This is an optimization exercise on Yosys and OpenROAD, whose aim is small area, not a production implementation. Where RTL was checked, it was by simulation tests only, not by an equivalence proof against the original. For run 2, only the layout was checked, not whether the RTL still works.

==> flow/design.v (outline; a module is shown in full before it is edited, if it fits) <==
// module cordic_amplitude_angle: 5000 lines
module cordic_amplitude_angle (
    input                clk,
    input                rst_n,
    input  signed [31:0] x,
    input  signed [31:0] y,
    input                pre_vaild,
    output signed [31:0] amplitude,
    output signed [31:0] angle,
    output reg           post_vaild
);
  // ...
==> flow/run.sh <==
#!/bin/bash
# synth_recipe.tcl (not shown) runs the flow's synth.tcl, then flattens the netlist and writes it again
# the make line also repeats each setting of config.mk as NAME=value (left out here)
make -C /OpenROAD-flow-scripts/flow DESIGN_CONFIG=/design/flow/config.mk WORK_HOME=/design/flow/orfs CLKGATE_MAP_FILE= SYNTH_SCRIPT=/design/flow/synth_recipe.tcl finish
==> flow/config.mk <==
export PLATFORM = sky130hd
export DESIGN_NAME = cordic_amplitude_angle
export DESIGN_NICKNAME = cordic_amplitude_angle
export VERILOG_FILES = /design/flow/design.v
export SDC_FILE = /design/flow/constraint.sdc
export NUM_CORES = 4
export LEC_CHECK = 0
export CAP_MARGIN = 20
export CORE_MARGIN = 2
export CORE_UTILIZATION = 40
export SETUP_SLACK_MARGIN = 0.1
export SLEW_MARGIN = 20
==> flow/constraint.sdc <==
create_clock -name core_clock -period 7.5 [get_ports {clk}]
set_input_delay 1.5000 -clock core_clock [delete_from_list [all_inputs] [get_ports {clk}]]
set_output_delay 1.5000 -clock core_clock [all_outputs]
set_load 0.01 [all_outputs]
==> qor.txt, run 1 <==
Status = finished clean
Synth Area per Inst = 9.55 sq um
Routed wire per std cell = 15.8 microns
Worst EP required = 6.00 ns
Place WS = -0.189 ns
Worst r2r src = Y_s13[19]
Mapped cell area = 50,300 sq um
Starting Density = 0.402
Clock Buffer Count = 74
Most frequent cells in the layout = 769 x ha_1, 706 x xnor2_1, 582 x inv_1
Number of nets in the layout = 6,661
Post-synthesis adder-cell area fraction = 0.333
#FFs+latches synth = 510
CP Depth = 25
GRT overflow = 0
Critical hold path startpoint = e7_s9
Post-synthesis xor/xnor area fraction = 0.199
Fraction of synthesized area in multiplexers = 0.00321
Worst Setup EP = angle[22]
IO Port Bufs = 118
Worst skew pair latency = 0.66 ns
Max cap viols = 0
Final setup viols = 0
Fin crit share = 0.992
Routed via count = 35.4k
GP Congestion = 0.877
Worst Max-Slew Pin Slew = 0.825 ns
Main combinational cell family by area after synthesis = adder cells
RSZ-0062 raised after global routing = true
Post-synth EDFFs = 0
Die W = 359 microns
Global-route wire length before repair = 184,000 microns
RR Endpoint = L_s16[15]
Peak Freq = 134 MHz
I/O Pins = 132
==> run 2, diff against run 1 <==
--- a/flow/design.v
+++ b/flow/design.v
@@ -2756,76 +2756,52 @@
 assign Yn8[16] = Yn8_p[16] ^ Yn8_G45;
 assign Yn8[17] = Yn8_p[17] ^ Yn8_G46;
 assign Yn8[18] = Yn8_p[18] ^ Yn8_G47;
 assign Yn8[19] = Yn8_p[19] ^ Yn8_G48;
 assign Yn8[20] = Yn8_p[20] ^ Yn8_G49;
 assign Yn8[21] = Yn8_p[21] ^ Yn8_G50;
 assign Yn8[22] = Yn8_p[22] ^ Yn8_G51;
 assign Yn8[23] = Yn8_p[23] ^ Yn8_G52;
-reg [30:0] X_s9;
-always @(posedge clk) X_s9 <= Xn8;
-reg [23:0] Y_s9;
-always @(posedge clk) Y_s9 <= Yn8;
-reg [0:0] sx_s9;
-always @(posedge clk) sx_s9 <= sx_s7;
-reg [0:0] e0_s9;
-always @(posedge clk) e0_s9 <= e0_s7;
-reg [0:0] e1_s9;
-always @(posedge clk) e1_s9 <= e1_s7;
-reg [0:0] e2_s9;
-always @(posedge clk) e2_s9 <= e2_s7;
-reg [0:0] e3_s9;
-always @(posedge clk) e3_s9 <= e3_s7;
-reg [0:0] e4_s9;
-always @(posedge clk) e4_s9 <= e4_s7;
-reg [0:0] e5_s9;
-always @(posedge clk) e5_s9 <= e5_s7;
-reg [0:0] e6_s9;
-always @(posedge clk) e6_s9 <= e6_s7;
-reg [0:0] e7_s9;
-always @(posedge clk) e7_s9 <= e7;
-reg [0:0] e8_s9;
-always @(posedge clk) e8_s9 <= e8;
-wire d9 = Y_s9[23];
+wire d9 = Yn8[23];
 wire nd9 = ~d9;
-wire e9 = d9 ^ ~sx_s9;
-wire [13:0] xo9 = Y_s9[22:9] ^ {14{d9}};
+wire e9 = d9 ^ ~sx_s7;
+wire [13:0] xo9 = Yn8[22:9] ^ {14{d9}};
 wire [30:0] Xn9_p, Xn9_g;
-assign Xn9_p[0] = X_s9[0] ^ xo9[0]; assign Xn9_g[0] = X_s9[0] & xo9[0];
-assign Xn9_p[1] = X_s9[1] ^ xo9[1]; assign Xn9_g[1] = X_s9[1] & xo9[1];
-assign Xn9_p[2] = X_s9[2] ^ xo9[2]; assign Xn9_g[2] = X_s9[2] & xo9[2];
-assign Xn9_p[3] = X_s9[3] ^ xo9[3]; assign Xn9_g[3] = X_s9[3] & xo9[3];
-assign Xn9_p[4] = X_s9[4] ^ xo9[4]; assign Xn9_g[4] = X_s9[4] & xo9[4];
-assign Xn9_p[5] = X_s9[5] ^ xo9[5]; assign Xn9_g[5] = X_s9[5] & xo9[5];
-assign Xn9_p[6] = X_s9[6] ^ xo9[6]; assign Xn9_g[6] = X_s9[6] & xo9[6];
-assign Xn9_p[7] = X_s9[7] ^ xo9[7]; assign Xn9_g[7] = X_s9[7] & xo9[7];
-assign Xn9_p[8] = X_s9[8] ^ xo9[8]; assign Xn9_g[8] = X_s9[8] & xo9[8];
-assign Xn9_p[9] = X_s9[9] ^ xo9[9]; assign Xn9_g[9] = X_s9[9] & xo9[9];
-assign Xn9_p[10] = X_s9[10] ^ xo9[10]; assign Xn9_g[10] = X_s9[10] & xo9[10];
-assign Xn9_p[11] = X_s9[11] ^ xo9[11]; assign Xn9_g[11] = X_s9[11] & xo9[11];
-assign Xn9_p[12] = X_s9[12] ^ xo9[12]; assign Xn9_g[12] = X_s9[12] & xo9[12];
-assign Xn9_p[13] = X_s9[13] ^ xo9[13]; assign Xn9_g[13] = X_s9[13] & xo9[13];
-assign Xn9_p[14] = X_s9[14] ^ 1'b0; assign Xn9_g[14] = X_s9[14] & 1'b0;
-assign Xn9_p[15] = X_s9[15] ^ 1'b0; assign Xn9_g[15] = X_s9[15] & 1'b0;
-assign Xn9_p[16] = X_s9[16] ^ 1'b0; assign Xn9_g[16] = X_s9[16] & 1'b0;
-assign Xn9_p[17] = X_s9[17] ^ 1'b0; assign Xn9_g[17] = X_s9[17] & 1'b0;
-assign Xn9_p[18] = X_s9[18] ^ 1'b0; assign Xn9_g[18] = X_s9[18] & 1'b0;
-assign Xn9_p[19] = X_s9[19] ^ 1'b0; assign Xn9_g[19] = X_s9[19] & 1'b0;
-assign Xn9_p[20] = X_s9[20] ^ 1'b0; assign Xn9_g[20] = X_s9[20] & 1'b0;
-assign Xn9_p[21] = X_s9[21] ^ 1'b0; assign Xn9_g[21] = X_s9[21] & 1'b0;
-assign Xn9_p[22] = X_s9[22] ^ 1'b0; assign Xn9_g[22] = X_s9[22] & 1'b0;
-assign Xn9_p[23] = X_s9[23] ^ 1'b0; assign Xn9_g[23] = X_s9[23] & 1'b0;
-assign Xn9_p[24] = X_s9[24] ^ 1'b0; assign Xn9_g[24] = X_s9[24] & 1'b0;
-assign Xn9_p[25] = X_s9[25] ^ 1'b0; assign Xn9_g[25] = X_s9[25] & 1'b0;
-assign Xn9_p[26] = X_s9[26] ^ 1'b0; assign Xn9_g[26] = X_s9[26] & 1'b0;
-assign Xn9_p[27] = X_s9[27] ^ 1'b0; assign Xn9_g[27] = X_s9[27] & 1'b0;
-assign Xn9_p[28] = X_s9[28] ^ 1'b0; assign Xn9_g[28] = X_s9[28] & 1'b0;
-assign Xn9_p[29] = X_s9[29] ^ 1'b0; assign Xn9_g[29] = X_s9[29] & 1'b0;
-assign Xn9_p[30] = X_s9[30] ^ 1'b0; assign Xn9_g[30] = X_s9[30] & 1'b0;
+assign Xn9_p[0] = Xn8[0] ^ xo9[0]; assign Xn9_g[0] = Xn8[0] & xo9[0];
+assign Xn9_p[1] = Xn8[1] ^ xo9[1]; assign Xn9_g[1] = Xn8[1] & xo9[1];
+assign Xn9_p[2] = Xn8[2] ^ xo9[2]; assign Xn9_g[2] = Xn8[2] & xo9[2];
+assign Xn9_p[3] = Xn8[3] ^ xo9[3]; assign Xn9_g[3] = Xn8[3] & xo9[3];
+assign Xn9_p[4] = Xn8[4] ^ xo9[4]; assign Xn9_g[4] = Xn8[4] & xo9[4];
+assign Xn9_p[5] = Xn8[5] ^ xo9[5]; assign Xn9_g[5] = Xn8[5] & xo9[5];
+assign Xn9_p[6] = Xn8[6] ^ xo9[6]; assign Xn9_g[6] = Xn8[6] & xo9[6];
+assign Xn9_p[7] = Xn8[7] ^ xo9[7]; assign Xn9_g[7] = Xn8[7] & xo9[7];
+assign Xn9_p[8] = Xn8[8] ^ xo9[8]; assign Xn9_g[8] = Xn8[8] & xo9[8];
+assign Xn9_p[9] = Xn8[9] ^ xo9[9]; assign Xn9_g[9] = Xn8[9] & xo9[9];
+assign Xn9_p[10] = Xn8[10] ^ xo9[10]; assign Xn9_g[10] = Xn8[10] & xo9[10];
+assign Xn9_p[11] = Xn8[11] ^ xo9[11]; assign Xn9_g[11] = Xn8[11] & xo9[11];
+assign Xn9_p[12] = Xn8[12] ^ xo9[12]; assign Xn9_g[12] = Xn8[12] & xo9[12];
+assign Xn9_p[13] = Xn8[13] ^ xo9[13]; assign Xn9_g[13] = Xn8[13] & xo9[13];
+assign Xn9_p[14] = Xn8[14] ^ 1'b0; assign Xn9_g[14] = Xn8[14] & 1'b0;
+assign Xn9_p[15] = Xn8[15] ^ 1'b0; assign Xn9_g[15] = Xn8[15] & 1'b0;
+assign Xn9_p[16] = Xn8[16] ^ 1'b0; assign Xn9_g[16] = Xn8[16] & 1'b0;
+assign Xn9_p[17] = Xn8[17] ^ 1'b0; assign Xn9_g[17] = Xn8[17] & 1'b0;
+assign Xn9_p[18] = Xn8[18] ^ 1'b0; assign Xn9_g[18] = Xn8[18] & 1'b0;
+assign Xn9_p[19] = Xn8[19] ^ 1'b0; assign Xn9_g[19] = Xn8[19] & 1'b0;
+assign Xn9_p[20] = Xn8[20] ^ 1'b0; assign Xn9_g[20] = Xn8[20] & 1'b0;
+assign Xn9_p[21] = Xn8[21] ^ 1'b0; assign Xn9_g[21] = Xn8[21] & 1'b0;
+assign Xn9_p[22] = Xn8[22] ^ 1'b0; assign Xn9_g[22] = Xn8[22] & 1'b0;
+assign Xn9_p[23] = Xn8[23] ^ 1'b0; assign Xn9_g[23] = Xn8[23] & 1'b0;
+assign Xn9_p[24] = Xn8[24] ^ 1'b0; assign Xn9_g[24] = Xn8[24] & 1'b0;
+assign Xn9_p[25] = Xn8[25] ^ 1'b0; assign Xn9_g[25] = Xn8[25] & 1'b0;
+assign Xn9_p[26] = Xn8[26] ^ 1'b0; assign Xn9_g[26] = Xn8[26] & 1'b0;
+assign Xn9_p[27] = Xn8[27] ^ 1'b0; assign Xn9_g[27] = Xn8[27] & 1'b0;
+assign Xn9_p[28] = Xn8[28] ^ 1'b0; assign Xn9_g[28] = Xn8[28] & 1'b0;
+assign Xn9_p[29] = Xn8[29] ^ 1'b0; assign Xn9_g[29] = Xn8[29] & 1'b0;
+assign Xn9_p[30] = Xn8[30] ^ 1'b0; assign Xn9_g[30] = Xn8[30] & 1'b0;
 wire Xn9_G1 = Xn9_g[0] | (Xn9_p[0] & d9);
 wire Xn9_G2 = Xn9_g[2] | (Xn9_p[2] & Xn9_g[1]);
 wire Xn9_P2 = Xn9_p[2] & Xn9_p[1];
 wire Xn9_G3 = Xn9_g[4] | (Xn9_p[4] & Xn9_g[3]);
 wire Xn9_P3 = Xn9_p[4] & Xn9_p[3];
 wire Xn9_G4 = Xn9_g[6] | (Xn9_p[6] & Xn9_g[5]);
 wire Xn9_P4 = Xn9_p[6] & Xn9_p[5];
 wire Xn9_G5 = Xn9_g[8] | (Xn9_p[8] & Xn9_g[7]);
@@ -2922,41 +2898,41 @@
 assign Xn9[23] = Xn9_p[23] ^ Xn9_G27;
 assign Xn9[24] = Xn9_p[24] ^ Xn9_G49;
 assign Xn9[25] = Xn9_p[25] ^ Xn9_G36;
 assign Xn9[26] = Xn9_p[26] ^ Xn9_G50;
 assign Xn9[27] = Xn9_p[27] ^ Xn9_G30;
 assign Xn9[28] = Xn9_p[28] ^ Xn9_G51;
 assign Xn9[29] = Xn9_p[29] ^ Xn9_G37;
 assign Xn9[30] = Xn9_p[30] ^ Xn9_G52;
-wire [22:0] yo9 = {{1{1'b0}}, X_s9[30:9]} ^ {23{nd9}};
+wire [22:0] yo9 = {{1{1'b0}}, Xn8[30:9]} ^ {23{nd9}};
 wire [22:0] Yn9_p, Yn9_g;
-assign Yn9_p[0] = Y_s9[0] ^ yo9[0]; assign Yn9_g[0] = Y_s9[0] & yo9[0];
-assign Yn9_p[1] = Y_s9[1] ^ yo9[1]; assign Yn9_g[1] = Y_s9[1] & yo9[1];
-assign Yn9_p[2] = Y_s9[2] ^ yo9[2]; assign Yn9_g[2] = Y_s9[2] & yo9[2];
-assign Yn9_p[3] = Y_s9[3] ^ yo9[3]; assign Yn9_g[3] = Y_s9[3] & yo9[3];
-assign Yn9_p[4] = Y_s9[4] ^ yo9[4]; assign Yn9_g[4] = Y_s9[4] & yo9[4];
-assign Yn9_p[5] = Y_s9[5] ^ yo9[5]; assign Yn9_g[5] = Y_s9[5] & yo9[5];
-assign Yn9_p[6] = Y_s9[6] ^ yo9[6]; assign Yn9_g[6] = Y_s9[6] & yo9[6];
-assign Yn9_p[7] = Y_s9[7] ^ yo9[7]; assign Yn9_g[7] = Y_s9[7] & yo9[7];
-assign Yn9_p[8] = Y_s9[8] ^ yo9[8]; assign Yn9_g[8] = Y_s9[8] & yo9[8];
-assign Yn9_p[9] = Y_s9[9] ^ yo9[9]; assign Yn9_g[9] = Y_s9[9] & yo9[9];
-assign Yn9_p[10] = Y_s9[10] ^ yo9[10]; assign Yn9_g[10] = Y_s9[10] & yo9[10];
-assign Yn9_p[11] = Y_s9[11] ^ yo9[11]; assign Yn9_g[11] = Y_s9[11] & yo9[11];
-assign Yn9_p[12] = Y_s9[12] ^ yo9[12]; assign Yn9_g[12] = Y_s9[12] & yo9[12];
-assign Yn9_p[13] = Y_s9[13] ^ yo9[13]; assign Yn9_g[13] = Y_s9[13] & yo9[13];
-assign Yn9_p[14] = Y_s9[14] ^ yo9[14]; assign Yn9_g[14] = Y_s9[14] & yo9[14];
-assign Yn9_p[15] = Y_s9[15] ^ yo9[15]; assign Yn9_g[15] = Y_s9[15] & yo9[15];
-assign Yn9_p[16] = Y_s9[16] ^ yo9[16]; assign Yn9_g[16] = Y_s9[16] & yo9[16];
-assign Yn9_p[17] = Y_s9[17] ^ yo9[17]; assign Yn9_g[17] = Y_s9[17] & yo9[17];
-assign Yn9_p[18] = Y_s9[18] ^ yo9[18]; assign Yn9_g[18] = Y_s9[18] & yo9[18];
-assign Yn9_p[19] = Y_s9[19] ^ yo9[19]; assign Yn9_g[19] = Y_s9[19] & yo9[19];
-assign Yn9_p[20] = Y_s9[20] ^ yo9[20]; assign Yn9_g[20] = Y_s9[20] & yo9[20];
-assign Yn9_p[21] = Y_s9[21] ^ yo9[21]; assign Yn9_g[21] = Y_s9[21] & yo9[21];
-assign Yn9_p[22] = Y_s9[22] ^ yo9[22]; assign Yn9_g[22] = Y_s9[22] & yo9[22];
+assign Yn9_p[0] = Yn8[0] ^ yo9[0]; assign Yn9_g[0] = Yn8[0] & yo9[0];
+assign Yn9_p[1] = Yn8[1] ^ yo9[1]; assign Yn9_g[1] = Yn8[1] & yo9[1];
+assign Yn9_p[2] = Yn8[2] ^ yo9[2]; assign Yn9_g[2] = Yn8[2] & yo9[2];
+assign Yn9_p[3] = Yn8[3] ^ yo9[3]; assign Yn9_g[3] = Yn8[3] & yo9[3];
+assign Yn9_p[4] = Yn8[4] ^ yo9[4]; assign Yn9_g[4] = Yn8[4] & yo9[4];
+assign Yn9_p[5] = Yn8[5] ^ yo9[5]; assign Yn9_g[5] = Yn8[5] & yo9[5];
+assign Yn9_p[6] = Yn8[6] ^ yo9[6]; assign Yn9_g[6] = Yn8[6] & yo9[6];
+assign Yn9_p[7] = Yn8[7] ^ yo9[7]; assign Yn9_g[7] = Yn8[7] & yo9[7];
+assign Yn9_p[8] = Yn8[8] ^ yo9[8]; assign Yn9_g[8] = Yn8[8] & yo9[8];
+assign Yn9_p[9] = Yn8[9] ^ yo9[9]; assign Yn9_g[9] = Yn8[9] & yo9[9];
+assign Yn9_p[10] = Yn8[10] ^ yo9[10]; assign Yn9_g[10] = Yn8[10] & yo9[10];
+assign Yn9_p[11] = Yn8[11] ^ yo9[11]; assign Yn9_g[11] = Yn8[11] & yo9[11];
+assign Yn9_p[12] = Yn8[12] ^ yo9[12]; assign Yn9_g[12] = Yn8[12] & yo9[12];
+assign Yn9_p[13] = Yn8[13] ^ yo9[13]; assign Yn9_g[13] = Yn8[13] & yo9[13];
+assign Yn9_p[14] = Yn8[14] ^ yo9[14]; assign Yn9_g[14] = Yn8[14] & yo9[14];
+assign Yn9_p[15] = Yn8[15] ^ yo9[15]; assign Yn9_g[15] = Yn8[15] & yo9[15];
+assign Yn9_p[16] = Yn8[16] ^ yo9[16]; assign Yn9_g[16] = Yn8[16] & yo9[16];
+assign Yn9_p[17] = Yn8[17] ^ yo9[17]; assign Yn9_g[17] = Yn8[17] & yo9[17];
+assign Yn9_p[18] = Yn8[18] ^ yo9[18]; assign Yn9_g[18] = Yn8[18] & yo9[18];
+assign Yn9_p[19] = Yn8[19] ^ yo9[19]; assign Yn9_g[19] = Yn8[19] & yo9[19];
+assign Yn9_p[20] = Yn8[20] ^ yo9[20]; assign Yn9_g[20] = Yn8[20] & yo9[20];
+assign Yn9_p[21] = Yn8[21] ^ yo9[21]; assign Yn9_g[21] = Yn8[21] & yo9[21];
+assign Yn9_p[22] = Yn8[22] ^ yo9[22]; assign Yn9_g[22] = Yn8[22] & yo9[22];
 wire Yn9_G1 = Yn9_g[0] | (Yn9_p[0] & nd9);
 wire Yn9_G2 = Yn9_g[2] | (Yn9_p[2] & Yn9_g[1]);
 wire Yn9_P2 = Yn9_p[2] & Yn9_p[1];
 wire Yn9_G3 = Yn9_g[4] | (Yn9_p[4] & Yn9_g[3]);
 wire Yn9_P3 = Yn9_p[4] & Yn9_p[3];
 wire Yn9_G4 = Yn9_g[6] | (Yn9_p[6] & Yn9_g[5]);
 wire Yn9_P4 = Yn9_p[6] & Yn9_p[5];
 wire Yn9_G5 = Yn9_g[8] | (Yn9_p[8] & Yn9_g[7]);
@@ -3045,52 +3021,78 @@
 assign Yn9[15] = Yn9_p[15] ^ Yn9_G41;
 assign Yn9[16] = Yn9_p[16] ^ Yn9_G42;
 assign Yn9[17] = Yn9_p[17] ^ Yn9_G43;
 assign Yn9[18] = Yn9_p[18] ^ Yn9_G44;
 assign Yn9[19] = Yn9_p[19] ^ Yn9_G45;
 assign Yn9[20] = Yn9_p[20] ^ Yn9_G46;
 assign Yn9[21] = Yn9_p[21] ^ Yn9_G47;
 assign Yn9[22] = Yn9_p[22] ^ Yn9_G48;
-wire d10 = Yn9[22];
+reg [30:0] X_s10;
+always @(posedge clk) X_s10 <= Xn9;
+reg [22:0] Y_s10;
+always @(posedge clk) Y_s10 <= Yn9;
+reg [0:0] sx_s10;
+always @(posedge clk) sx_s10 <= sx_s7;
+reg [0:0] e0_s10;
+always @(posedge clk) e0_s10 <= e0_s7;
+reg [0:0] e1_s10;
+always @(posedge clk) e1_s10 <= e1_s7;
+reg [0:0] e2_s10;
+always @(posedge clk) e2_s10 <= e2_s7;
+reg [0:0] e3_s10;
+always @(posedge clk) e3_s10 <= e3_s7;
+reg [0:0] e4_s10;
+always @(posedge clk) e4_s10 <= e4_s7;
+reg [0:0] e5_s10;
+always @(posedge clk) e5_s10 <= e5_s7;
+reg [0:0] e6_s10;
+always @(posedge clk) e6_s10 <= e6_s7;
+reg [0:0] e7_s10;
+always @(posedge clk) e7_s10 <= e7;
+reg [0:0] e8_s10;
+always @(posedge clk) e8_s10 <= e8;
+reg [0:0] e9_s10;
+always @(posedge clk) e9_s10 <= e9;
+wire d10 = Y_s10[22];
 wire nd10 = ~d10;
-wire e10 = d10 ^ ~sx_s9;
-wire [11:0] xo10 = Yn9[21:10] ^ {12{d10}};
+wire e10 = d10 ^ ~sx_s10;
+wire [11:0] xo10 = Y_s10[21:10] ^ {12{d10}};
 wire [30:0] Xn10_p, Xn10_g;
-assign Xn10_p[0] = Xn9[0] ^ xo10[0]; assign Xn10_g[0] = Xn9[0] & xo10[0];
-assign Xn10_p[1] = Xn9[1] ^ xo10[1]; assign Xn10_g[1] = Xn9[1] & xo10[1];
-assign Xn10_p[2] = Xn9[2] ^ xo10[2]; assign Xn10_g[2] = Xn9[2] & xo10[2];
-assign Xn10_p[3] = Xn9[3] ^ xo10[3]; assign Xn10_g[3] = Xn9[3] & xo10[3];
-assign Xn10_p[4] = Xn9[4] ^ xo10[4]; assign Xn10_g[4] = Xn9[4] & xo10[4];
-assign Xn10_p[5] = Xn9[5] ^ xo10[5]; assign Xn10_g[5] = Xn9[5] & xo10[5];
-assign Xn10_p[6] = Xn9[6] ^ xo10[6]; assign Xn10_g[6] = Xn9[6] & xo10[6];
-assign Xn10_p[7] = Xn9[7] ^ xo10[7]; assign Xn10_g[7] = Xn9[7] & xo10[7];
-assign Xn10_p[8] = Xn9[8] ^ xo10[8]; assign Xn10_g[8] = Xn9[8] & xo10[8];
-assign Xn10_p[9] = Xn9[9] ^ xo10[9]; assign Xn10_g[9] = Xn9[9] & xo10[9];
-assign Xn10_p[10] = Xn9[10] ^ xo10[10]; assign Xn10_g[10] = Xn9[10] & xo10[10];
-assign Xn10_p[11] = Xn9[11] ^ xo10[11]; assign Xn10_g[11] = Xn9[11] & xo10[11];
-assign Xn10_p[12] = Xn9[12] ^ 1'b0; assign Xn10_g[12] = Xn9[12] & 1'b0;
-assign Xn10_p[13] = Xn9[13] ^ 1'b0; assign Xn10_g[13] = Xn9[13] & 1'b0;
-assign Xn10_p[14] = Xn9[14] ^ 1'b0; assign Xn10_g[14] = Xn9[14] & 1'b0;
-assign Xn10_p[15] = Xn9[15] ^ 1'b0; assign Xn10_g[15] = Xn9[15] & 1'b0;
-assign Xn10_p[16] = Xn9[16] ^ 1'b0; assign Xn10_g[16] = Xn9[16] & 1'b0;
-assign Xn10_p[17] = Xn9[17] ^ 1'b0; assign Xn10_g[17] = Xn9[17] & 1'b0;
-assign Xn10_p[18] = Xn9[18] ^ 1'b0; assign Xn10_g[18] = Xn9[18] & 1'b0;
-assign Xn10_p[19] = Xn9[19] ^ 1'b0; assign Xn10_g[19] = Xn9[19] & 1'b0;
-assign Xn10_p[20] = Xn9[20] ^ 1'b0; assign Xn10_g[20] = Xn9[20] & 1'b0;
-assign Xn10_p[21] = Xn9[21] ^ 1'b0; assign Xn10_g[21] = Xn9[21] & 1'b0;
-assign Xn10_p[22] = Xn9[22] ^ 1'b0; assign Xn10_g[22] = Xn9[22] & 1'b0;
-assign Xn10_p[23] = Xn9[23] ^ 1'b0; assign Xn10_g[23] = Xn9[23] & 1'b0;
-assign Xn10_p[24] = Xn9[24] ^ 1'b0; assign Xn10_g[24] = Xn9[24] & 1'b0;
-assign Xn10_p[25] = Xn9[25] ^ 1'b0; assign Xn10_g[25] = Xn9[25] & 1'b0;
-assign Xn10_p[26] = Xn9[26] ^ 1'b0; assign Xn10_g[26] = Xn9[26] & 1'b0;
-assign Xn10_p[27] = Xn9[27] ^ 1'b0; assign Xn10_g[27] = Xn9[27] & 1'b0;
-assign Xn10_p[28] = Xn9[28] ^ 1'b0; assign Xn10_g[28] = Xn9[28] & 1'b0;
-assign Xn10_p[29] = Xn9[29] ^ 1'b0; assign Xn10_g[29] = Xn9[29] & 1'b0;
-assign Xn10_p[30] = Xn9[30] ^ 1'b0; assign Xn10_g[30] = Xn9[30] & 1'b0;
+assign Xn10_p[0] = X_s10[0] ^ xo10[0]; assign Xn10_g[0] = X_s10[0] & xo10[0];
+assign Xn10_p[1] = X_s10[1] ^ xo10[1]; assign Xn10_g[1] = X_s10[1] & xo10[1];
+assign Xn10_p[2] = X_s10[2] ^ xo10[2]; assign Xn10_g[2] = X_s10[2] & xo10[2];
+assign Xn10_p[3] = X_s10[3] ^ xo10[3]; assign Xn10_g[3] = X_s10[3] & xo10[3];
+assign Xn10_p[4] = X_s10[4] ^ xo10[4]; assign Xn10_g[4] = X_s10[4] & xo10[4];
+assign Xn10_p[5] = X_s10[5] ^ xo10[5]; assign Xn10_g[5] = X_s10[5] & xo10[5];
+assign Xn10_p[6] = X_s10[6] ^ xo10[6]; assign Xn10_g[6] = X_s10[6] & xo10[6];
+assign Xn10_p[7] = X_s10[7] ^ xo10[7]; assign Xn10_g[7] = X_s10[7] & xo10[7];
+assign Xn10_p[8] = X_s10[8] ^ xo10[8]; assign Xn10_g[8] = X_s10[8] & xo10[8];
+assign Xn10_p[9] = X_s10[9] ^ xo10[9]; assign Xn10_g[9] = X_s10[9] & xo10[9];
+assign Xn10_p[10] = X_s10[10] ^ xo10[10]; assign Xn10_g[10] = X_s10[10] & xo10[10];
+assign Xn10_p[11] = X_s10[11] ^ xo10[11]; assign Xn10_g[11] = X_s10[11] & xo10[11];
+assign Xn10_p[12] = X_s10[12] ^ 1'b0; assign Xn10_g[12] = X_s10[12] & 1'b0;
+assign Xn10_p[13] = X_s10[13] ^ 1'b0; assign Xn10_g[13] = X_s10[13] & 1'b0;
+assign Xn10_p[14] = X_s10[14] ^ 1'b0; assign Xn10_g[14] = X_s10[14] & 1'b0;
+assign Xn10_p[15] = X_s10[15] ^ 1'b0; assign Xn10_g[15] = X_s10[15] & 1'b0;
+assign Xn10_p[16] = X_s10[16] ^ 1'b0; assign Xn10_g[16] = X_s10[16] & 1'b0;
+assign Xn10_p[17] = X_s10[17] ^ 1'b0; assign Xn10_g[17] = X_s10[17] & 1'b0;
+assign Xn10_p[18] = X_s10[18] ^ 1'b0; assign Xn10_g[18] = X_s10[18] & 1'b0;
+assign Xn10_p[19] = X_s10[19] ^ 1'b0; assign Xn10_g[19] = X_s10[19] & 1'b0;
+assign Xn10_p[20] = X_s10[20] ^ 1'b0; assign Xn10_g[20] = X_s10[20] & 1'b0;
+assign Xn10_p[21] = X_s10[21] ^ 1'b0; assign Xn10_g[21] = X_s10[21] & 1'b0;
+assign Xn10_p[22] = X_s10[22] ^ 1'b0; assign Xn10_g[22] = X_s10[22] & 1'b0;
+assign Xn10_p[23] = X_s10[23] ^ 1'b0; assign Xn10_g[23] = X_s10[23] & 1'b0;
+assign Xn10_p[24] = X_s10[24] ^ 1'b0; assign Xn10_g[24] = X_s10[24] & 1'b0;
+assign Xn10_p[25] = X_s10[25] ^ 1'b0; assign Xn10_g[25] = X_s10[25] & 1'b0;
+assign Xn10_p[26] = X_s10[26] ^ 1'b0; assign Xn10_g[26] = X_s10[26] & 1'b0;
+assign Xn10_p[27] = X_s10[27] ^ 1'b0; assign Xn10_g[27] = X_s10[27] & 1'b0;
+assign Xn10_p[28] = X_s10[28] ^ 1'b0; assign Xn10_g[28] = X_s10[28] & 1'b0;
+assign Xn10_p[29] = X_s10[29] ^ 1'b0; assign Xn10_g[29] = X_s10[29] & 1'b0;
+assign Xn10_p[30] = X_s10[30] ^ 1'b0; assign Xn10_g[30] = X_s10[30] & 1'b0;
 wire Xn10_G1 = Xn10_g[0] | (Xn10_p[0] & d10);
 wire Xn10_G2 = Xn10_g[2] | (Xn10_p[2] & Xn10_g[1]);
 wire Xn10_P2 = Xn10_p[2] & Xn10_p[1];
 wire Xn10_G3 = Xn10_g[4] | (Xn10_p[4] & Xn10_g[3]);
 wire Xn10_P3 = Xn10_p[4] & Xn10_p[3];
 wire Xn10_G4 = Xn10_g[6] | (Xn10_p[6] & Xn10_g[5]);
 wire Xn10_P4 = Xn10_p[6] & Xn10_p[5];
 wire Xn10_G5 = Xn10_g[8] | (Xn10_p[8] & Xn10_g[7]);
@@ -3187,40 +3189,40 @@
 assign Xn10[23] = Xn10_p[23] ^ Xn10_G27;
 assign Xn10[24] = Xn10_p[24] ^ Xn10_G49;
 assign Xn10[25] = Xn10_p[25] ^ Xn10_G36;
 assign Xn10[26] = Xn10_p[26] ^ Xn10_G50;
 assign Xn10[27] = Xn10_p[27] ^ Xn10_G30;
 assign Xn10[28] = Xn10_p[28] ^ Xn10_G51;
 assign Xn10[29] = Xn10_p[29] ^ Xn10_G37;
 assign Xn10[30] = Xn10_p[30] ^ Xn10_G52;
-wire [21:0] yo10 = {{1{1'b0}}, Xn9[30:10]} ^ {22{nd10}};
+wire [21:0] yo10 = {{1{1'b0}}, X_s10[30:10]} ^ {22{nd10}};
 wire [21:0] Yn10_p, Yn10_g;
-assign Yn10_p[0] = Yn9[0] ^ yo10[0]; assign Yn10_g[0] = Yn9[0] & yo10[0];
-assign Yn10_p[1] = Yn9[1] ^ yo10[1]; assign Yn10_g[1] = Yn9[1] & yo10[1];
-assign Yn10_p[2] = Yn9[2] ^ yo10[2]; assign Yn10_g[2] = Yn9[2] & yo10[2];
-assign Yn10_p[3] = Yn9[3] ^ yo10[3]; assign Yn10_g[3] = Yn9[3] & yo10[3];
-assign Yn10_p[4] = Yn9[4] ^ yo10[4]; assign Yn10_g[4] = Yn9[4] & yo10[4];
-assign Yn10_p[5] = Yn9[5] ^ yo10[5]; assign Yn10_g[5] = Yn9[5] & yo10[5];
-assign Yn10_p[6] = Yn9[6] ^ yo10[6]; assign Yn10_g[6] = Yn9[6] & yo10[6];
-assign Yn10_p[7] = Yn9[7] ^ yo10[7]; assign Yn10_g[7] = Yn9[7] & yo10[7];
-assign Yn10_p[8] = Yn9[8] ^ yo10[8]; assign Yn10_g[8] = Yn9[8] & yo10[8];
-assign Yn10_p[9] = Yn9[9] ^ yo10[9]; assign Yn10_g[9] = Yn9[9] & yo10[9];
-assign Yn10_p[10] = Yn9[10] ^ yo10[10]; assign Yn10_g[10] = Yn9[10] & yo10[10];
-assign Yn10_p[11] = Yn9[11] ^ yo10[11]; assign Yn10_g[11] = Yn9[11] & yo10[11];
-assign Yn10_p[12] = Yn9[12] ^ yo10[12]; assign Yn10_g[12] = Yn9[12] & yo10[12];
-assign Yn10_p[13] = Yn9[13] ^ yo10[13]; assign Yn10_g[13] = Yn9[13] & yo10[13];
-assign Yn10_p[14] = Yn9[14] ^ yo10[14]; assign Yn10_g[14] = Yn9[14] & yo10[14];
-assign Yn10_p[15] = Yn9[15] ^ yo10[15]; assign Yn10_g[15] = Yn9[15] & yo10[15];
-assign Yn10_p[16] = Yn9[16] ^ yo10[16]; assign Yn10_g[16] = Yn9[16] & yo10[16];
-assign Yn10_p[17] = Yn9[17] ^ yo10[17]; assign Yn10_g[17] = Yn9[17] & yo10[17];
-assign Yn10_p[18] = Yn9[18] ^ yo10[18]; assign Yn10_g[18] = Yn9[18] & yo10[18];
-assign Yn10_p[19] = Yn9[19] ^ yo10[19]; assign Yn10_g[19] = Yn9[19] & yo10[19];
-assign Yn10_p[20] = Yn9[20] ^ yo10[20]; assign Yn10_g[20] = Yn9[20] & yo10[20];
-assign Yn10_p[21] = Yn9[21] ^ yo10[21]; assign Yn10_g[21] = Yn9[21] & yo10[21];
+assign Yn10_p[0] = Y_s10[0] ^ yo10[0]; assign Yn10_g[0] = Y_s10[0] & yo10[0];
+assign Yn10_p[1] = Y_s10[1] ^ yo10[1]; assign Yn10_g[1] = Y_s10[1] & yo10[1];
+assign Yn10_p[2] = Y_s10[2] ^ yo10[2]; assign Yn10_g[2] = Y_s10[2] & yo10[2];
+assign Yn10_p[3] = Y_s10[3] ^ yo10[3]; assign Yn10_g[3] = Y_s10[3] & yo10[3];
+assign Yn10_p[4] = Y_s10[4] ^ yo10[4]; assign Yn10_g[4] = Y_s10[4] & yo10[4];
+assign Yn10_p[5] = Y_s10[5] ^ yo10[5]; assign Yn10_g[5] = Y_s10[5] & yo10[5];
+assign Yn10_p[6] = Y_s10[6] ^ yo10[6]; assign Yn10_g[6] = Y_s10[6] & yo10[6];
+assign Yn10_p[7] = Y_s10[7] ^ yo10[7]; assign Yn10_g[7] = Y_s10[7] & yo10[7];
+assign Yn10_p[8] = Y_s10[8] ^ yo10[8]; assign Yn10_g[8] = Y_s10[8] & yo10[8];
+assign Yn10_p[9] = Y_s10[9] ^ yo10[9]; assign Yn10_g[9] = Y_s10[9] & yo10[9];
+assign Yn10_p[10] = Y_s10[10] ^ yo10[10]; assign Yn10_g[10] = Y_s10[10] & yo10[10];
+assign Yn10_p[11] = Y_s10[11] ^ yo10[11]; assign Yn10_g[11] = Y_s10[11] & yo10[11];
+assign Yn10_p[12] = Y_s10[12] ^ yo10[12]; assign Yn10_g[12] = Y_s10[12] & yo10[12];
+assign Yn10_p[13] = Y_s10[13] ^ yo10[13]; assign Yn10_g[13] = Y_s10[13] & yo10[13];
+assign Yn10_p[14] = Y_s10[14] ^ yo10[14]; assign Yn10_g[14] = Y_s10[14] & yo10[14];
+assign Yn10_p[15] = Y_s10[15] ^ yo10[15]; assign Yn10_g[15] = Y_s10[15] & yo10[15];
+assign Yn10_p[16] = Y_s10[16] ^ yo10[16]; assign Yn10_g[16] = Y_s10[16] & yo10[16];
+assign Yn10_p[17] = Y_s10[17] ^ yo10[17]; assign Yn10_g[17] = Y_s10[17] & yo10[17];
+assign Yn10_p[18] = Y_s10[18] ^ yo10[18]; assign Yn10_g[18] = Y_s10[18] & yo10[18];
+assign Yn10_p[19] = Y_s10[19] ^ yo10[19]; assign Yn10_g[19] = Y_s10[19] & yo10[19];
+assign Yn10_p[20] = Y_s10[20] ^ yo10[20]; assign Yn10_g[20] = Y_s10[20] & yo10[20];
+assign Yn10_p[21] = Y_s10[21] ^ yo10[21]; assign Yn10_g[21] = Y_s10[21] & yo10[21];
 wire Yn10_G1 = Yn10_g[0] | (Yn10_p[0] & nd10);
 wire Yn10_G2 = Yn10_g[2] | (Yn10_p[2] & Yn10_g[1]);
 wire Yn10_P2 = Yn10_p[2] & Yn10_p[1];
 wire Yn10_G3 = Yn10_g[4] | (Yn10_p[4] & Yn10_g[3]);
 wire Yn10_P3 = Yn10_p[4] & Yn10_p[3];
 wire Yn10_G4 = Yn10_g[6] | (Yn10_p[6] & Yn10_g[5]);
 wire Yn10_P4 = Yn10_p[6] & Yn10_p[5];
 wire Yn10_G5 = Yn10_g[8] | (Yn10_p[8] & Yn10_g[7]);
@@ -3303,50 +3305,22 @@
 assign Yn10[14] = Yn10_p[14] ^ Yn10_G38;
 assign Yn10[15] = Yn10_p[15] ^ Yn10_G39;
 assign Yn10[16] = Yn10_p[16] ^ Yn10_G40;
 assign Yn10[17] = Yn10_p[17] ^ Yn10_G41;
 assign Yn10[18] = Yn10_p[18] ^ Yn10_G42;
 assign Yn10[19] = Yn10_p[19] ^ Yn10_G43;
 assign Yn10[20] = Yn10_p[20] ^ Yn10_G44;
 assign Yn10[21] = Yn10_p[21] ^ Yn10_G45;
-reg [30:0] X_s11;
-always @(posedge clk) X_s11 <= Xn10;
-reg [21:0] Y_s11;
-always @(posedge clk) Y_s11 <= Yn10;
-reg [0:0] sx_s11;
-always @(posedge clk) sx_s11 <= sx_s9;
-reg [0:0] e0_s11;
-always @(posedge clk) e0_s11 <= e0_s9;
-reg [0:0] e1_s11;
-always @(posedge clk) e1_s11 <= e1_s9;
-reg [0:0] e2_s11;
-always @(posedge clk) e2_s11 <= e2_s9;
-reg [0:0] e3_s11;
-always @(posedge clk) e3_s11 <= e3_s9;
-reg [0:0] e4_s11;
-always @(posedge clk) e4_s11 <= e4_s9;
-reg [0:0] e5_s11;
-always @(posedge clk) e5_s11 <= e5_s9;
-reg [0:0] e6_s11;
-always @(posedge clk) e6_s11 <= e6_s9;
-reg [0:0] e7_s11;
-always @(posedge clk) e7_s11 <= e7_s9;
-reg [0:0] e8_s11;
-always @(posedge clk) e8_s11 <= e8_s9;
-reg [0:0] e9_s11;
-always @(posedge clk) e9_s11 <= e9;
-reg [0:0] e10_s11;
-always @(posedge clk) e10_s11 <= e10;
-wire d11 = Y_s11[21];
+wire d11 = Yn10[21];
 wire nd11 = ~d11;
-wire e11 = d11 ^ ~sx_s11;
-wire [9:0] xo11 = Y_s11[20:11] ^ {10{d11}};
-wire [19:0] Us11 = X_s11[30:11];
-wire [10:0] Ls11 = X_s11[10:0];
+wire e11 = d11 ^ ~sx_s10;
+wire [9:0] xo11 = Yn10[20:11] ^ {10{d11}};
+wire [19:0] Us11 = Xn10[30:11];
+wire [10:0] Ls11 = Xn10[10:0];
 wire [12:0] Ln11_p, Ln11_g;
 assign Ln11_p[0] = Ls11[0] ^ xo11[0]; assign Ln11_g[0] = Ls11[0] & xo11[0];
 assign Ln11_p[1] = Ls11[1] ^ xo11[1]; assign Ln11_g[1] = Ls11[1] & xo11[1];
 assign Ln11_p[2] = Ls11[2] ^ xo11[2]; assign Ln11_g[2] = Ls11[2] & xo11[2];
 assign Ln11_p[3] = Ls11[3] ^ xo11[3]; assign Ln11_g[3] = Ls11[3] & xo11[3];
 assign Ln11_p[4] = Ls11[4] ^ xo11[4]; assign Ln11_g[4] = Ls11[4] & xo11[4];
 assign Ln11_p[5] = Ls11[5] ^ xo11[5]; assign Ln11_g[5] = Ls11[5] & xo11[5];
 assign Ln11_p[6] = Ls11[6] ^ xo11[6]; assign Ln11_g[6] = Ls11[6] & xo11[6];
@@ -3394,37 +3368,37 @@
 assign Ln11[8] = Ln11_p[8] ^ Ln11_G17;
 assign Ln11[9] = Ln11_p[9] ^ Ln11_G13;
 assign Ln11[10] = Ln11_p[10] ^ Ln11_G18;
 assign Ln11[11] = Ln11_p[11] ^ Ln11_G11;
 assign Ln11[12] = Ln11_p[12] ^ Ln11_G19;
 wire [20:0] yo11 = {1'b0, Us11[19], Us11[18], Us11[17], Us11[16], Us11[15], Us11[14], Us11[13], Us11[12], Us11[11], Us11[10], Us11[9], Us11[8], Us11[7], Us11[6], Us11[5], Us11[4], Us11[3], Us11[2], Us11[1], Us11[0]} ^ {21{nd11}};
 wire yc11 = 1'b0 ^ nd11;
 wire [20:0] Yn11_p, Yn11_g;
-assign Yn11_p[0] = Y_s11[0] ^ yo11[0]; assign Yn11_g[0] = Y_s11[0] & yo11[0];
-assign Yn11_p[1] = Y_s11[1] ^ yo11[1]; assign Yn11_g[1] = Y_s11[1] & yo11[1];
-assign Yn11_p[2] = Y_s11[2] ^ yo11[2]; assign Yn11_g[2] = Y_s11[2] & yo11[2];
-assign Yn11_p[3] = Y_s11[3] ^ yo11[3]; assign Yn11_g[3] = Y_s11[3] & yo11[3];
-assign Yn11_p[4] = Y_s11[4] ^ yo11[4]; assign Yn11_g[4] = Y_s11[4] & yo11[4];
-assign Yn11_p[5] = Y_s11[5] ^ yo11[5]; assign Yn11_g[5] = Y_s11[5] & yo11[5];
-assign Yn11_p[6] = Y_s11[6] ^ yo11[6]; assign Yn11_g[6] = Y_s11[6] & yo11[6];
-assign Yn11_p[7] = Y_s11[7] ^ yo11[7]; assign Yn11_g[7] = Y_s11[7] & yo11[7];
-assign Yn11_p[8] = Y_s11[8] ^ yo11[8]; assign Yn11_g[8] = Y_s11[8] & yo11[8];
-assign Yn11_p[9] = Y_s11[9] ^ yo11[9]; assign Yn11_g[9] = Y_s11[9] & yo11[9];
-assign Yn11_p[10] = Y_s11[10] ^ yo11[10]; assign Yn11_g[10] = Y_s11[10] & yo11[10];
-assign Yn11_p[11] = Y_s11[11] ^ yo11[11]; assign Yn11_g[11] = Y_s11[11] & yo11[11];
-assign Yn11_p[12] = Y_s11[12] ^ yo11[12]; assign Yn11_g[12] = Y_s11[12] & yo11[12];
-assign Yn11_p[13] = Y_s11[13] ^ yo11[13]; assign Yn11_g[13] = Y_s11[13] & yo11[13];
-assign Yn11_p[14] = Y_s11[14] ^ yo11[14]; assign Yn11_g[14] = Y_s11[14] & yo11[14];
-assign Yn11_p[15] = Y_s11[15] ^ yo11[15]; assign Yn11_g[15] = Y_s11[15] & yo11[15];
-assign Yn11_p[16] = Y_s11[16] ^ yo11[16]; assign Yn11_g[16] = Y_s11[16] & yo11[16];
-assign Yn11_p[17] = Y_s11[17] ^ yo11[17]; assign Yn11_g[17] = Y_s11[17] & yo11[17];
-assign Yn11_p[18] = Y_s11[18] ^ yo11[18]; assign Yn11_g[18] = Y_s11[18] & yo11[18];
-assign Yn11_p[19] = Y_s11[19] ^ yo11[19]; assign Yn11_g[19] = Y_s11[19] & yo11[19];
-assign Yn11_p[20] = Y_s11[20] ^ yo11[20]; assign Yn11_g[20] = Y_s11[20] & yo11[20];
+assign Yn11_p[0] = Yn10[0] ^ yo11[0]; assign Yn11_g[0] = Yn10[0] & yo11[0];
+assign Yn11_p[1] = Yn10[1] ^ yo11[1]; assign Yn11_g[1] = Yn10[1] & yo11[1];
+assign Yn11_p[2] = Yn10[2] ^ yo11[2]; assign Yn11_g[2] = Yn10[2] & yo11[2];
+assign Yn11_p[3] = Yn10[3] ^ yo11[3]; assign Yn11_g[3] = Yn10[3] & yo11[3];
+assign Yn11_p[4] = Yn10[4] ^ yo11[4]; assign Yn11_g[4] = Yn10[4] & yo11[4];
+assign Yn11_p[5] = Yn10[5] ^ yo11[5]; assign Yn11_g[5] = Yn10[5] & yo11[5];
+assign Yn11_p[6] = Yn10[6] ^ yo11[6]; assign Yn11_g[6] = Yn10[6] & yo11[6];
+assign Yn11_p[7] = Yn10[7] ^ yo11[7]; assign Yn11_g[7] = Yn10[7] & yo11[7];
+assign Yn11_p[8] = Yn10[8] ^ yo11[8]; assign Yn11_g[8] = Yn10[8] & yo11[8];
+assign Yn11_p[9] = Yn10[9] ^ yo11[9]; assign Yn11_g[9] = Yn10[9] & yo11[9];
+assign Yn11_p[10] = Yn10[10] ^ yo11[10]; assign Yn11_g[10] = Yn10[10] & yo11[10];
+assign Yn11_p[11] = Yn10[11] ^ yo11[11]; assign Yn11_g[11] = Yn10[11] & yo11[11];
+assign Yn11_p[12] = Yn10[12] ^ yo11[12]; assign Yn11_g[12] = Yn10[12] & yo11[12];
+assign Yn11_p[13] = Yn10[13] ^ yo11[13]; assign Yn11_g[13] = Yn10[13] & yo11[13];
+assign Yn11_p[14] = Yn10[14] ^ yo11[14]; assign Yn11_g[14] = Yn10[14] & yo11[14];
+assign Yn11_p[15] = Yn10[15] ^ yo11[15]; assign Yn11_g[15] = Yn10[15] & yo11[15];
+assign Yn11_p[16] = Yn10[16] ^ yo11[16]; assign Yn11_g[16] = Yn10[16] & yo11[16];
+assign Yn11_p[17] = Yn10[17] ^ yo11[17]; assign Yn11_g[17] = Yn10[17] & yo11[17];
+assign Yn11_p[18] = Yn10[18] ^ yo11[18]; assign Yn11_g[18] = Yn10[18] & yo11[18];
+assign Yn11_p[19] = Yn10[19] ^ yo11[19]; assign Yn11_g[19] = Yn10[19] & yo11[19];
+assign Yn11_p[20] = Yn10[20] ^ yo11[20]; assign Yn11_g[20] = Yn10[20] & yo11[20];
 wire Yn11_G1 = Yn11_g[0] | (Yn11_p[0] & yc11);
 wire Yn11_G2 = Yn11_g[2] | (Yn11_p[2] & Yn11_g[1]);
 wire Yn11_P2 = Yn11_p[2] & Yn11_p[1];
 wire Yn11_G3 = Yn11_g[4] | (Yn11_p[4] & Yn11_g[3]);
 wire Yn11_P3 = Yn11_p[4] & Yn11_p[3];
 wire Yn11_G4 = Yn11_g[6] | (Yn11_p[6] & Yn11_g[5]);
 wire Yn11_P4 = Yn11_p[6] & Yn11_p[5];
 wire Yn11_G5 = Yn11_g[8] | (Yn11_p[8] & Yn11_g[7]);
@@ -3504,17 +3478,17 @@
 assign Yn11[16] = Yn11_p[16] ^ Yn11_G38;
 assign Yn11[17] = Yn11_p[17] ^ Yn11_G39;
 assign Yn11[18] = Yn11_p[18] ^ Yn11_G40;
 assign Yn11[19] = Yn11_p[19] ^ Yn11_G41;
 assign Yn11[20] = Yn11_p[20] ^ Yn11_G42;
 wire [18:0] Un11 = Us11[19:1];
 wire d12 = Yn11[20];
 wire nd12 = ~d12;
-wire e12 = d12 ^ ~sx_s11;
+wire e12 = d12 ^ ~sx_s10;
 wire [7:0] xo12 = Yn11[19:12] ^ {8{d12}};
 wire [13:0] Ln12_p, Ln12_g;
 assign Ln12_p[0] = Ln11[0] ^ xo12[0]; assign Ln12_g[0] = Ln11[0] & xo12[0];
 assign Ln12_p[1] = Ln11[1] ^ xo12[1]; assign Ln12_g[1] = Ln11[1] & xo12[1];
 assign Ln12_p[2] = Ln11[2] ^ xo12[2]; assign Ln12_g[2] = Ln11[2] & xo12[2];
 assign Ln12_p[3] = Ln11[3] ^ xo12[3]; assign Ln12_g[3] = Ln11[3] & xo12[3];
 assign Ln12_p[4] = Ln11[4] ^ xo12[4]; assign Ln12_g[4] = Ln11[4] & xo12[4];
 assign Ln12_p[5] = Ln11[5] ^ xo12[5]; assign Ln12_g[5] = Ln11[5] & xo12[5];
@@ -3674,39 +3648,39 @@
 assign Yn12[16] = Yn12_p[16] ^ Yn12_G37;
 assign Yn12[17] = Yn12_p[17] ^ Yn12_G38;
 assign Yn12[18] = Yn12_p[18] ^ Yn12_G39;
 assign Yn12[19] = Yn12_p[19] ^ Yn12_G40;
 wire [17:0] Un12 = Un11[18:1];
 reg [19:0] Y_s13;
 always @(posedge clk) Y_s13 <= Yn12;
 reg [0:0] sx_s13;
-always @(posedge clk) sx_s13 <= sx_s11;
+always @(posedge clk) sx_s13 <= sx_s10;
 reg [0:0] e0_s13;
-always @(posedge clk) e0_s13 <= e0_s11;
+always @(posedge clk) e0_s13 <= e0_s10;
 reg [0:0] e1_s13;
-always @(posedge clk) e1_s13 <= e1_s11;
+always @(posedge clk) e1_s13 <= e1_s10;
 reg [0:0] e2_s13;
-always @(posedge clk) e2_s13 <= e2_s11;
+always @(posedge clk) e2_s13 <= e2_s10;
 reg [0:0] e3_s13;
-always @(posedge clk) e3_s13 <= e3_s11;
+always @(posedge clk) e3_s13 <= e3_s10;
 reg [0:0] e4_s13;
-always @(posedge clk) e4_s13 <= e4_s11;
+always @(posedge clk) e4_s13 <= e4_s10;
 reg [0:0] e5_s13;
-always @(posedge clk) e5_s13 <= e5_s11;
+always @(posedge clk) e5_s13 <= e5_s10;
 reg [0:0] e6_s13;
-always @(posedge clk) e6_s13 <= e6_s11;
+always @(posedge clk) e6_s13 <= e6_s10;
 reg [0:0] e7_s13;
-always @(posedge clk) e7_s13 <= e7_s11;
+always @(posedge clk) e7_s13 <= e7_s10;
 reg [0:0] e8_s13;
-always @(posedge clk) e8_s13 <= e8_s11;
+always @(posedge clk) e8_s13 <= e8_s10;
 reg [0:0] e9_s13;
-always @(posedge clk) e9_s13 <= e9_s11;
+always @(posedge clk) e9_s13 <= e9_s10;
 reg [0:0] e10_s13;
-always @(posedge clk) e10_s13 <= e10_s11;
+always @(posedge clk) e10_s13 <= e10;
 reg [0:0] e11_s13;
 always @(posedge clk) e11_s13 <= e11;
 reg [17:0] U_s13;
 always @(posedge clk) U_s13 <= Un12;
 reg [13:0] L_s13;
 always @(posedge clk) L_s13 <= Ln12;
 reg [0:0] e12_s13;
 always @(posedge clk) e12_s13 <= e12;
@@ -4988,13 +4962,13 @@
 assign ahi[12] = ahi_p[12] ^ ahi_G30;
 assign ahi[13] = ahi_p[13] ^ ahi_G31;
 assign ahi[14] = ahi_p[14] ^ ahi_G32;
 assign ahi[15] = ahi_p[15] ^ ahi_G33;
 assign ahi[16] = ahi_p[16] ^ ahi_G34;
 assign ahi[17] = ahi_p[17] ^ ahi_G35;
 assign amplitude = {2'b00, prod[45:16]};
 assign angle = {{7{ahi[17]}}, ahi, 7'b1000000};
-reg [6:0] vr;
+reg [5:0] vr;
 always @(posedge clk or negedge rst_n)
   if (!rst_n) begin vr <= 0; post_vaild <= 1'b0; end
-  else begin vr <= {vr[5:0], pre_vaild}; post_vaild <= vr[6]; end
+  else begin vr <= {vr[4:0], pre_vaild}; post_vaild <= vr[5]; end
 endmodule
==> flow/config.mk (replaced) <==
export PLATFORM = sky130hd
export DESIGN_NAME = cordic_amplitude_angle
export DESIGN_NICKNAME = cordic_amplitude_angle
export VERILOG_FILES = /design/flow/design.v
export SDC_FILE = /design/flow/constraint.sdc
export NUM_CORES = 4
export LEC_CHECK = 0
export CAP_MARGIN = 20
export CORE_MARGIN = 2
export CORE_UTILIZATION = 40
export SLEW_MARGIN = 20
==> run 2 against run 1 <==
Compared with the run above:
- now fails the layout checks on setup timing
- die area shrank 2.8%
- critical path depth grew 18
- non-clock buffer count grew 627
- clock skew grew 0.011 ns
- first-iteration DRC count grew 14%
==> qor.txt, run 2 <==
Status = complete, but fails checks (was finished clean)
Layout check failures = setup timing
Post-synthesis adder-cell area fraction = 0.342 (was 0.333)
Buffer and inverter count on the worst path = 3 (was 5)
Antenna-violating nets left = 0 (unchanged)
Die area = 125,000 sq um (was 129,000 sq um)
Worst EP required = 8.02 ns (was 6.00 ns)
Routed Wire Length = 119,000 microns (was 113,000 microns)
Routed wire per std cell = 15.5 microns (was 15.8 microns)
Netlist cell types = 91 (was 81)
Clock skew = 0.0493 ns (was 0.0384 ns)
Synth Area per Inst = 9.45 sq um (was 9.55 sq um)
Crit. End Element = flop (was output port)
Main combinational cell family by area after synthesis = adder cells (unchanged)
Setup WS post-layout = -0.647 ns (was 0.0594 ns)
Async S/R FF share, synth = 0.0158 (was 0.0157)
Syn Inst Count = 5,178 (was 5,270)
Share of layout cells above drive strength 1 = 0.192 (was 0.0631)
Routed via count = 37.3k (was 35.4k)
Antenna violations before repair = 3 (unchanged)
Commonest non-fill, non-tap cell in the layout = ha_1 (unchanged)
Max_slew headroom = 0.372 (was 0.450)
Startpoint Class = flop (unchanged)
Synth warn = 1 (unchanged)
Most used cell, CP = a21o_1 (unchanged)
Delay-heaviest family, CP = compound AO/OA/AOI/OAI gates (was adder cells)
Simple-Gate Fraction of Synth Area = 0.0911 (was 0.0836)
Finished Layout Cells = 7,662 (was 7,161)
Type of the most critical hold path = reg -> reg (unchanged)
RSZ-0062 raised after global routing = true (unchanged)
Die W = 354 microns (was 359 microns)
First-pass DRT Iterations = 7 (was 4)
Die Ht = 354 microns (was 359 microns)
Synth area leader = ha_1 (was dfxtp_1)
GRT overflow = 0 (unchanged)
Fin crit share = 1.09 (was 0.992)
Critical Path Fanout Max = 6 (was 2)
Sequential area share after synthesis = 0.182 (was 0.204)
Final Hold Viols = 0 (unchanged)
Peak Freq = 123 MHz (was 134 MHz)
Final setup viols = 70 (was 0)
Global-route wire length before repair = 193,000 microns (was 184,000 microns)
Placement row count = 128 (was 130)
Top_reg_cell synth = dfxtp_1 (unchanged)
Worst Max-Slew Pin Slew = 0.935 ns (was 0.825 ns)
CP max stage delay = 0.36 ns (was 0.56 ns)
Top-count cell post-synth = ha_1 (unchanged)
Hold Worst Slack = 0.326 ns (was 0.324 ns)
Hold_buf cts = 0 (unchanged)
Synth cell count leaders = 782 x ha_1, 738 x xnor2_1, 584 x inv_1 (was 782 x ha_1, 708 x xnor2_1, 597 x inv_1)
Fraction of synthesized area in multiplexers = 0.00307 (was 0.00321)
IO Port Bufs = 118 (unchanged)
CTS buffer count = 52 (was 57)
Most frequent cells in the layout = 748 x ha_1, 703 x xnor2_1, 681 x buf_4 (was 769 x ha_1, 706 x xnor2_1, 582 x inv_1)
Max cap viols = 0 (unchanged)
Starting Density = 0.402 (about the same)
Area Growth Syn to Fin = 24.5% (was 12.0%)
Initial drt markers = 1,568 (was 1,378)
Mapped cell area = 48,900 sq um (was 50,300 sq um)
Yosys top cell area share = 0.200 (about the same)
Detail Placement HPWL = 102,000 microns (was 97,500 microns)
Worst setup path class = reg -> reg (was reg -> out)
Total Routing Usage GR = 0.188 (was 0.177)
CTS clock-pin slew for the worst setup and hold paths = 0.06 ns (about the same)
Post-synthesis xor/xnor area fraction = 0.203 (was 0.199)
Vias per inst = 4.87 (was 4.94)
GP Congestion = 0.905 (was 0.877)
Fin crit period = 8.15 ns (was 7.44 ns)
Largest net degree at the start of global routing = 40 (was 46)
Number of global-route vias before repair = 38.4k (was 36.0k)
Worst path arrival time = 8.66 ns (was 5.94 ns)
Core ar. = 122,000 sq um (was 125,000 sq um)
CTS max path bufs = 3 (unchanged)
Post-synth EDFFs = 0 (unchanged)
DRC viols = 0 (unchanged)
CTS tree = built (unchanged)
#FFs+latches synth = 444 (was 510)
Number of nets in the layout = 7,190 (was 6,661)
Clock net sink count = 444 (was 510)
I/O Pins = 132 (unchanged)
Placed Cells = 7,487 (was 7,028)
Worst skew pair latency = 0.65 ns (was 0.66 ns)
Slowest CP cell = dfxtp_4 (was fa_2)
Max-slew violation count = 0 (unchanged)
Number of H-tree levels = 2 (unchanged)
Root Buffer Master = clkbuf_16 (unchanged)
Area contributors post-synth = ha_1 20%, dfxtp_1 18%, fa_1 14% (was dfxtp_1 20%, ha_1 19%, fa_1 14%)
Post-synthesis compound-gate area fraction = 0.125 (about the same)
[run 2: worst reg2reg max path: cells and delay by family, from the launching register on]
kind,cells,cell delay (ns)
buf+inv,3,0.45
compound gates,26,4.73
xor+xnor,6,0.86
flops,1,0.36
fa+ha+maj,5,1.27
simple gates,3,0.40
[run 2: area by class of cell]
cell class | count | area, sq um
clock buffer | 59 | 1400
inverter | 585 | 2200
timing repair buffer | 845 | 6820
multi-input combinational | 4066 | 39000
sequential | 444 | 8960
clock inverter | 37 | 519
fill | 11200 | 60600
tap | 1625 | 2030
antenna | 1 | 2.50
[run 2: logic make-up after synthesis]
group / Yosys count
AOI/OAI and AO/OA: 900
xor gates and xnor gates: 1130
adders and majority gates: 1129
buffers and inverters: 675
DFF: 444
muxes: 14
other: 2
and+or+nand+nor: 884
[run 2: path summary, 6_finish.rpt]
path / end / cells past startpoint / from / slack, ns
setup / recovery: X_s10[22] / 43 / Y_s7[8] / -0.65
hold / removal: e12_s16 / 0 / e12_s13 / 0.33
setup reg to reg: X_s10[22] / 43 / Y_s7[8] / -0.65
hold reg to reg: e12_s16 / 0 / e12_s13 / 0.33
max in group asynchronous: vr[1] / 1 / rst_n / 6.13
min in group asynchronous: vr[0] / 1 / rst_n / 1.13
[run 2: through the flow]
step	utilization	worst slack, ns	cell area (sq um)	TNS (ns)
floorplan	-	-0.918	49400	-31.51
global placement	0.469	-0.892	57000	-33.13
detailed placement	0.469	-0.936	57000	-40.29
CTS	0.493	-0.657	60000	-23.51
global route	0.501	-1.07	60900	-56.99
finish	0.501	-0.647	60900	-28.27
[run 2: layer usage]
layer | share of wire | up-vias | global-route usage
met4 | 0.022 | 2 | 0.0442
met5 | 0.00011 | - | 0
met2 | 0.50 | 483 | 0.340
met1 | 0.45 | 17600 | 0.239
li1 | - | 19000 | -
met3 | 0.032 | 143 | 0.0201
[run 2: timing repair]
item,4_1_cts,5_1_grt
buffers inserted,60,42
pin swaps,125,111
gates resized for setup,223,200
setup endpoints to repair,95,127

[port drivers added, routing unchanged]
Ports are ideal in the flow. The routed layouts listed here were re-timed in OpenROAD. Step 1, drivers: a clkbuf_16 drives clk and a buf_2 each remaining input, both assumed. Step 2 moves the port delays by t, midway between the first and last clock arrival at a register: inputs arrive t later, outputs are due t later. That takes back most of the time a late clock gives input paths. Slacks: ideal / step 1 / step 2; pairs: ideal / step 1.
run	t, ns	setup slack, ns	worst hold slack (ns)	worst setup path after step 2	latest minus earliest clock arrival (ns)
run 1	0.714	0.059 / -0.017 / 0.590	0.324 / 0.324 / 0.324	register to register	0.039 / 0.039
run 2	0.695	-0.647 / -0.647 / -0.647	0.326 / 0.326 / 0.326	register to register	0.050 / 0.050
